What follows belongs to an exercise in optimizing a design on an open flow for small area, a short achievable clock period and few clock cycles; a production flow would make more cautious choices. RTL that was checked went through simulation tests only; none was proved equivalent to the original. Power figures rest on the tool's default switching activity, not on a simulated workload.

Design pipeline, start of the top module:
module pipeline (
	input  wire        clk,
	input  wire        rst_n,
	output wire [31:0] imem_addr,
	input  wire [31:0] imem_rdata,
	output reg  [31:0] dmem_addr,
	output reg  [31:0] dmem_wdata,
	output reg         dmem_we,
	output reg         dmem_byte,
	input  wire [31:0] dmem_rdata
);
	reg  [31:0] pc;
	reg         e_wen, e_load, e_store, e_br, e_jalr, e_link, e_pred;
	reg         e_alu, e_sub, e_sra, e_byte;
	reg  [2:0]  e_f3;
	reg  [4:0]  e_rd;
	reg  [31:0] e_a, e_b, e_aux;
	reg         w_wen, w_load, w_lb;
	reg  [4:0]  w_rd;
	reg  [31:0] rf [1:31];
	assign imem_addr = pc;
	wire [31:0] inst = imem_rdata;
	wire [4:0]  rs1 = inst[19:15];
	wire [4:0]  rs2 = inst[24:20];
	wire [4:0]  rd  = inst[11:7];
	wire [2:0]  f3  = inst[14:12];
	wire d_jal   = inst[3];
	wire d_jalr  = inst[6] & inst[2] & ~inst[3];
	wire d_br    = inst[6] & ~inst[2];
	wire d_lui   = ~inst[6] & inst[2];
	wire d_load  = ~inst[5] & ~inst[4];
	wire d_store = ~inst[6] & inst[5] & ~inst[4];
	wire d_opimm = ~inst[5] & inst[4];
  ...
Size: roughly 4,400 cells after synthesis, ~160 I/O pins, roughly 64,000 sq um of cells after synthesis.
make LEC_CHECK=0 CAP_MARGIN=20 CELL_PAD_IN_SITES_DETAIL_PLACEMENT=1 CELL_PAD_IN_SITES_GLOBAL_PLACEMENT=1 CORE_MARGIN=2 CORE_UTILIZATION=55 SETUP_SLACK_MARGIN=5 SLEW_MARGIN=20 finish   # period 10.0 ns
run.sh (not shown) runs the stock make flow with config.mk's settings and CLKGATE_MAP_FILE= SYNTH_SCRIPT=/design/flow/synth_recipe.tcl, a recipe that flattens the netlist after the stock synthesis.
The starting point passed the timing, DRC and antenna checks.
Then changed:
Settings changed: CELL_PAD_IN_SITES_DETAIL_PLACEMENT 1 to 2, CELL_PAD_IN_SITES_GLOBAL_PLACEMENT 1 to 2, CORE_UTILIZATION 55 to 35.
Clock skew went up by 0.030 ns.
Cell area went up by a few percent.
Fmax went up slightly.
Wire length went up by roughly a tenth.
Clock power went up by a little under a tenth.
Global-route usage went down by 12 points.
Then changed:
Settings changed: SETUP_SLACK_MARGIN 5 to unset.
Result: The changed run produced a clean layout. Total power barely changes. Clock-buffer cell count drops by 2. Global-route usage is higher by 0.12 points. Critical path depth climbs by 3. Wire length increases by 0.35%. Clock power grows by about 2%. Flip-flop and latch count does not change. Final cell count hardly moves. Synthesized area is unchanged. Register-to-register slack loses 1.2 ns. Via count hardly moves.
No run of this note included a check of the RTL's function; only the layout flow was run.

== main ==
pipeline, a different RTL version from the one above (not shown whole).
Size in the first run: about 5000 cells after synthesis, about 160 I/O pins.
clock: 10.0 ns
lec_check: 0
cap_margin: 20
cell_pad_in_sites_detail_placement: 2
cell_pad_in_sites_global_placement: 2
core_margin: 2
core_utilization: 35
cts_cluster_diameter: 100
cts_cluster_size: 24
slew_margin: 20
standard.sh (not shown) runs the stock make flow with config.mk's settings and CLKGATE_MAP_FILE= SYNTH_SCRIPT=/design/flow/synth_recipe.tcl, a recipe that flattens the netlist after the stock synthesis.
==> flow/flow/run.sh <==
#!/bin/bash
set -euo pipefail
export SETUP_SLACK_MARGIN=5.5
export BUFFER_PORTS_ARGS="-buffer_cell sky130_fd_sc_hd__buf_2"
bash standard.sh > standard_flow.log 2>&1
Testbench counts of main, summed over its fixed seeds: cycles 86,161.
The inputs of the feature branch differ from those of main as listed below.
--- a/flow/flow/run.sh
+++ b/flow/flow/run.sh
@@ -3 +3 @@
-export SETUP_SLACK_MARGIN=5.5
+export SETUP_SLACK_MARGIN=5.75
[summary]
Compared with main, in the feature branch routed wire length down about 0.3%, biggest fanout along the worst timing path down 1, flip-flop and latch count flat.
main was smaller in final cell area than the feature branch.
Compared with main, in the feature branch worst path setup slack after routing now sits higher; proportion of cell area occupied by multi-input gates now sits at about the same level.
The feature branch did not stop at any stage, and its layout met the timing, DRC and antenna checks.

-- separate check: timing with driven ports --
In the flow no input, the clock included, has a driving cell. The finished layouts below were timed again as built, in two steps. Step 1: set_driving_cell puts a clkbuf_16 on clk and a buf_2 on each other input, an assumption about the parent block. Step 2, shift: input delay + t, output delay - t, t = (earliest + latest rising clock arrival at the registers) / 2. This alone moves slack from input paths to output paths. Three values: ideal ports, drivers, drivers and shift; two values: the first two.
| run | t, ns | setup WS [ns] | worst setup path at the end | clock arrival spread, ns | worst register clock-pin slew, ns |
|---|---|---|---|---|---|
| the first run of note 1 | 0.829 | 4.918 / 4.939 / 4.110 | input to register | 0.044 / 0.044 | 0.07 / 0.07 |
| the second run of note 1 | 0.861 | 5.013 / 5.013 / 4.318 | input to register | 0.074 / 0.075 | 0.07 / 0.07 |
| the third run of note 1 | 0.886 | 3.847 / 3.847 / 3.193 | input to register | 0.064 / 0.064 | 0.07 / 0.07 |
| main | 0.841 | 5.421 / 5.481 / 4.640 | input to register | 0.078 / 0.078 | 0.11 / 0.11 |
| the feature branch | 0.836 | 5.695 / 5.656 / 4.821 | input to register | 0.059 / 0.059 | 0.11 / 0.11 |
After both steps every run listed still meets setup and hold. For the feature branch, which loses most, drivers alone change the setup slack by -0.039 ns; drivers and shift together by -0.874 ns.
